This design comes from an exercise in tuning for small area on the open sky130 flow, not from production work.
In this exercise RTL edits were held to simulation tests only and were not proved equivalent to the original.
The flow treats the clock pin as an ideal source, which a real chip does not have.
Power and IR drop assume default switching activity.

== lane 1 ==
## cpu
module cpu(input         clk, reset,
           input  [15:0] dataout, instruction,
           output        MemRd, MemWr,
           output [15:0] datain, instrAddr, dataAddr);
  reg  [15:0] pc;                       
  reg  [15:0] ins;                      
  reg         regwrE, memrdE, memwrE;   
  reg         fmeE;
  reg  [1:0]  wbE;
  reg  [2:0]  rdE;
  reg  [15:0] resE, sdE;
  reg         regwrM, memrdM, memwrM;   
  reg  [1:0]  wbM;
  reg  [2:0]  rdM;
  reg  [15:0] aluM, dinM;
  reg  [15:0] r1, r2, r3, r4, r5, r6, r7;
  wire [3:0] op = ins[15:12];
  wire       m  = ins[11];
  wire isAnd  = op == 4'b0000;
  wire isSub  = op == 4'b0010;
  wire isAndi = op == 4'b0100;
  wire isLw   = op == 4'b0101;
  wire isLb   = op == 4'b0110;
  wire isSw   = op == 4'b0111;
  wire isBr   = op[3:2] == 2'b10;
  wire isJc   = op[3:1] == 3'b110;      
  wire isCall = op == 4'b1101;
  wire isRet  = op == 4'b1110;
  wire isSv   = op == 4'b1111;
  wire rtype  = op[3:2] == 2'b00 && op[1:0] != 2'b11;    
  wire itype  = !op[3] && !rtype;                        
  wire regWrD = rtype || (itype && !isSw) || isCall;
  wire memRdD = isLw || isLb;
  wire memWrD = isSw || isSv;
  wire killF  = op[3] && !isSv;
  reg [2:0] rs1, rs2, rd;
  always @(*) begin
    if (isRet)                 rs1 = 3'b111;
    else if (isSv || (isBr && m)) rs1 = 3'b000;
    else if (itype || isBr)    rs1 = ins[7:5];
    else                       rs1 = ins[8:6];
    if (isSv)                  rs2 = ins[11:9];
    else if (itype || isBr)    rs2 = ins[10:8];
    else                       rs2 = ins[5:3];
    if (isCall)                rd = 3'b111;
    else if (itype && !isSw)   rd = ins[10:8];
  ...
Size: ~1,400 cells after synthesis, roughly 230 flip-flops, roughly 84 I/O pins, about 12,000 um^2 of cells after synthesis.
Settings: LEC_CHECK=0, ABC_AREA=1, CAP_MARGIN=0, CORE_MARGIN=2, CORE_UTILIZATION=40, GPL_TIMING_DRIVEN=0, SLEW_MARGIN=0; clock period 20.0 ns.
standard.sh (not shown) runs the stock make flow with config.mk's settings and CLKGATE_MAP_FILE= SYNTH_SCRIPT=/design/flow/synth_recipe.tcl, a recipe that flattens the netlist after the stock synthesis.
==> flow/flow/run.sh <==
#!/bin/bash
# The standard layout with 1x port buffers, one inverter for the
# falling-edge clock and a clock tree of small buffers without dummy loads.
# Each step's output goes to a log of its own in this folder.
set -euo pipefail
here=$(cd "$(dirname "${BASH_SOURCE[0]}")" && pwd)
export BUFFER_PORTS_ARGS="-buffer_cell sky130_fd_sc_hd__buf_1"
export CTS_ARGS="-sink_clustering_enable -repair_clock_nets -dont_use_dummy_load -buf_list sky130_fd_sc_hd__clkbuf_8 -sink_clustering_size 16 -sink_clustering_max_diameter 60"
export PRE_CTS_TCL="$here/pre_cts.tcl"
export POST_CTS_TCL="$here/post_cts.tcl"
export PRE_GLOBAL_PLACE_TCL="$here/pre_place.tcl"
# the Liberty file restructure maps to: the platform's, less its don't-use cells
dont_use=$(sed -n '/^export DONT_USE_CELLS/,/^$/p' "$FLOW_HOME/platforms/sky130hd/config.mk" | grep -oE 'sky130_fd_sc_hd__[A-Za-z0-9_]+' | tr '\n' ' ')
python3 "$here/filter_lib.py" "$FLOW_HOME/platforms/sky130hd/lib/sky130_fd_sc_hd__tt_025C_1v80.lib" "$PWD/restructure.lib" $dont_use > filter_lib.log 2>&1
export RESTRUCTURE_LIB="$PWD/restructure.lib"
bash standard.sh synth > synth.log 2>&1
bash standard.sh floorplan > floorplan.log 2>&1
bash standard.sh place > place.log 2>&1
bash standard.sh cts > cts.log 2>&1
bash standard.sh finish > finish.log 2>&1
==> flow/flow/filter_lib.py <==
#!/usr/bin/env python3
"""Copy a Liberty file without the cells named on the command line (the platform's
don't-use cells), so that a mapping that reads it cannot pick them."""
import re
import sys

src, dst, drop = sys.argv[1], sys.argv[2], set(sys.argv[3:])
text = open(src).read()
out = []
pos = 0
for m in re.finditer(r'\n(\s*)cell\s*\(\s*"?([\w$]+)"?\s*\)\s*\{', text):
    if m.start() < pos:
        continue
    if m.group(2) not in drop:
        continue
    # find the brace that closes this cell group
    depth, i = 0, m.end() - 1
    while True:
        c = text[i]
        if c == '{':
            depth += 1
        elif c == '}':
            depth -= 1
            if depth == 0:
                break
        i += 1
    out.append(text[pos:m.start()])
    pos = i + 1
out.append(text[pos:])
open(dst, 'w').write(''.join(out))
==> flow/flow/post_cts.tcl <==
set resized 0
foreach inst [[ord::get_db_block] getInsts] {
  set master [[$inst getMaster] getName]
  if {![regexp {^sky130_fd_sc_hd__clkbuf_(\d+)$} $master -> size]} { continue }
  set net [[$inst findITerm X] getNet]
  if {$net == "NULL"} { continue }
  set loads [expr {[llength [$net getITerms]] - 1}]
  set want $size
  if {$loads > 16} {
    set want 16
  } elseif {[string match "delaybuf_*" [$inst getName]] && $loads == 1} {
    set want 2
  } elseif {$loads <= 6 && $size > 4} {
    set want 4
  } elseif {0} {
    set want 2
  }
  if {$want != $size} {
    replace_cell [$inst getName] sky130_fd_sc_hd__clkbuf_$want
    incr resized
  }
}
puts "post_cts: resized $resized clock buffers"
if {$resized > 0} {
  detailed_placement
  check_placement -verbose
}

# Synthesis leaves cells sized for speed on paths with slack to spare; size them down.
repair_timing -recover_power 100 -verbose
detailed_placement
check_placement -verbose
==> flow/flow/pre_place.tcl <==
# Before global placement: map the combinational logic again for area with OpenROAD's
# restructure (ABC), to the platform's cells less its don't-use ones, leaving every register as synthesis made it, then remove the buffers
# synthesis left, as timing-driven placement would; later repair steps fix timing.
set_dont_use $::env(DONT_USE_CELLS)
restructure -target area -liberty_file $::env(RESTRUCTURE_LIB) \
  -tielo_port sky130_fd_sc_hd__conb_1/LO -tiehi_port sky130_fd_sc_hd__conb_1/HI \
  -work_dir $::env(OBJECTS_DIR) -abc_logfile $::env(LOG_DIR)/restructure_abc.log
remove_buffers
Other scripts of this flow, unchanged in this note and not shown: flow/flow/pre_cts.tcl
--- input diff lane 1..lane 2 ---
- CAP_MARGIN: 0 -> 20
- SLEW_MARGIN: 0 -> 20
==> flow/flow/pre_place.tcl <==
# Before global placement: map the combinational logic again for area with OpenROAD's
# restructure (ABC), to the platform's cells less its don't-use ones, leaving every register as synthesis made it, then remove the buffers
# synthesis left, as timing-driven placement would; later repair steps fix timing.
set_dont_use $::env(DONT_USE_CELLS)
foreach pass {1 2} {
  restructure -target area -liberty_file $::env(RESTRUCTURE_LIB) \
    -tielo_port sky130_fd_sc_hd__conb_1/LO -tiehi_port sky130_fd_sc_hd__conb_1/HI \
    -work_dir $::env(OBJECTS_DIR) -abc_logfile $::env(LOG_DIR)/restructure_abc.log
}
remove_buffers
==> run notes <==
- Lane 2 finished every stage and its layout cleared the timing, DRC and antenna checks.
- Lane 2 vs. lane 1: transition time at the pin with the least slew margin went down by 0.22 ns.
- Going from lane 1 to lane 2, met2 usage saw a decrease, setup slack saw an increase.
- Compared lane 2 vs lane 1, and count of clock-net buffers in the final layout is up in lane 2.
For lane 3, these inputs were changed with respect to lane 2:
diff --git a/flow/flow/run.sh b/flow/flow/run.sh
--- a/flow/flow/run.sh
+++ b/flow/flow/run.sh
@@ -11,6 +11,2 @@
 export PRE_GLOBAL_PLACE_TCL="$here/pre_place.tcl"
-# the Liberty file restructure maps to: the platform's, less its don't-use cells
-dont_use=$(sed -n '/^export DONT_USE_CELLS/,/^$/p' "$FLOW_HOME/platforms/sky130hd/config.mk" | grep -oE 'sky130_fd_sc_hd__[A-Za-z0-9_]+' | tr '\n' ' ')
-python3 "$here/filter_lib.py" "$FLOW_HOME/platforms/sky130hd/lib/sky130_fd_sc_hd__tt_025C_1v80.lib" "$PWD/restructure.lib" $dont_use > filter_lib.log 2>&1
-export RESTRUCTURE_LIB="$PWD/restructure.lib"
 bash standard.sh synth > synth.log 2>&1
diff --git a/flow/flow/post_cts.tcl b/flow/flow/post_cts.tcl
--- a/flow/flow/post_cts.tcl
+++ b/flow/flow/post_cts.tcl
@@ -12,6 +12,2 @@
     set want 2
-  } elseif {$loads <= 6 && $size > 4} {
-    set want 4
-  } elseif {0} {
-    set want 2
   }
@@ -27,6 +23 @@
 }
-
-# Synthesis leaves cells sized for speed on paths with slack to spare; size them down.
-repair_timing -recover_power 100 -verbose
-detailed_placement
-check_placement -verbose
==> flow/flow/pre_place.tcl <==
# Global placement runs without its timing-driven repair; remove the buffers synthesis
# left, as the timing-driven mode would, and leave fixes to the later repair steps.
remove_buffers
removed: flow/flow/filter_lib.py
--- outcome ---
- Lane 2 was smaller in final cell area than lane 3.
- When lane 3 is measured against lane 2, its sequential power turns out about 2% lower.
- Between lane 3 and lane 2, the required time of the worst setup path is lower for lane 2.
- Changes observed in lane 3 relative to lane 2: worst slew margin relative to its limit higher; synthesized area roughly the same.
- Relative to lane 2, lane 3 degrades detailed-placement wirelength estimate.
- Comparing lane 3 against lane 2, there is no change at all in net count after synthesis.
- Going from lane 2 to lane 3, number of antenna violations at the first check in global routing grows by 1.
- Distinct cell type count of the synthesized netlist: lane 2 vs lane 3 identical
- Summary — post-synthesis to final-layout area growth, lane 3 relative to lane 2: higher, by 6.1 points.
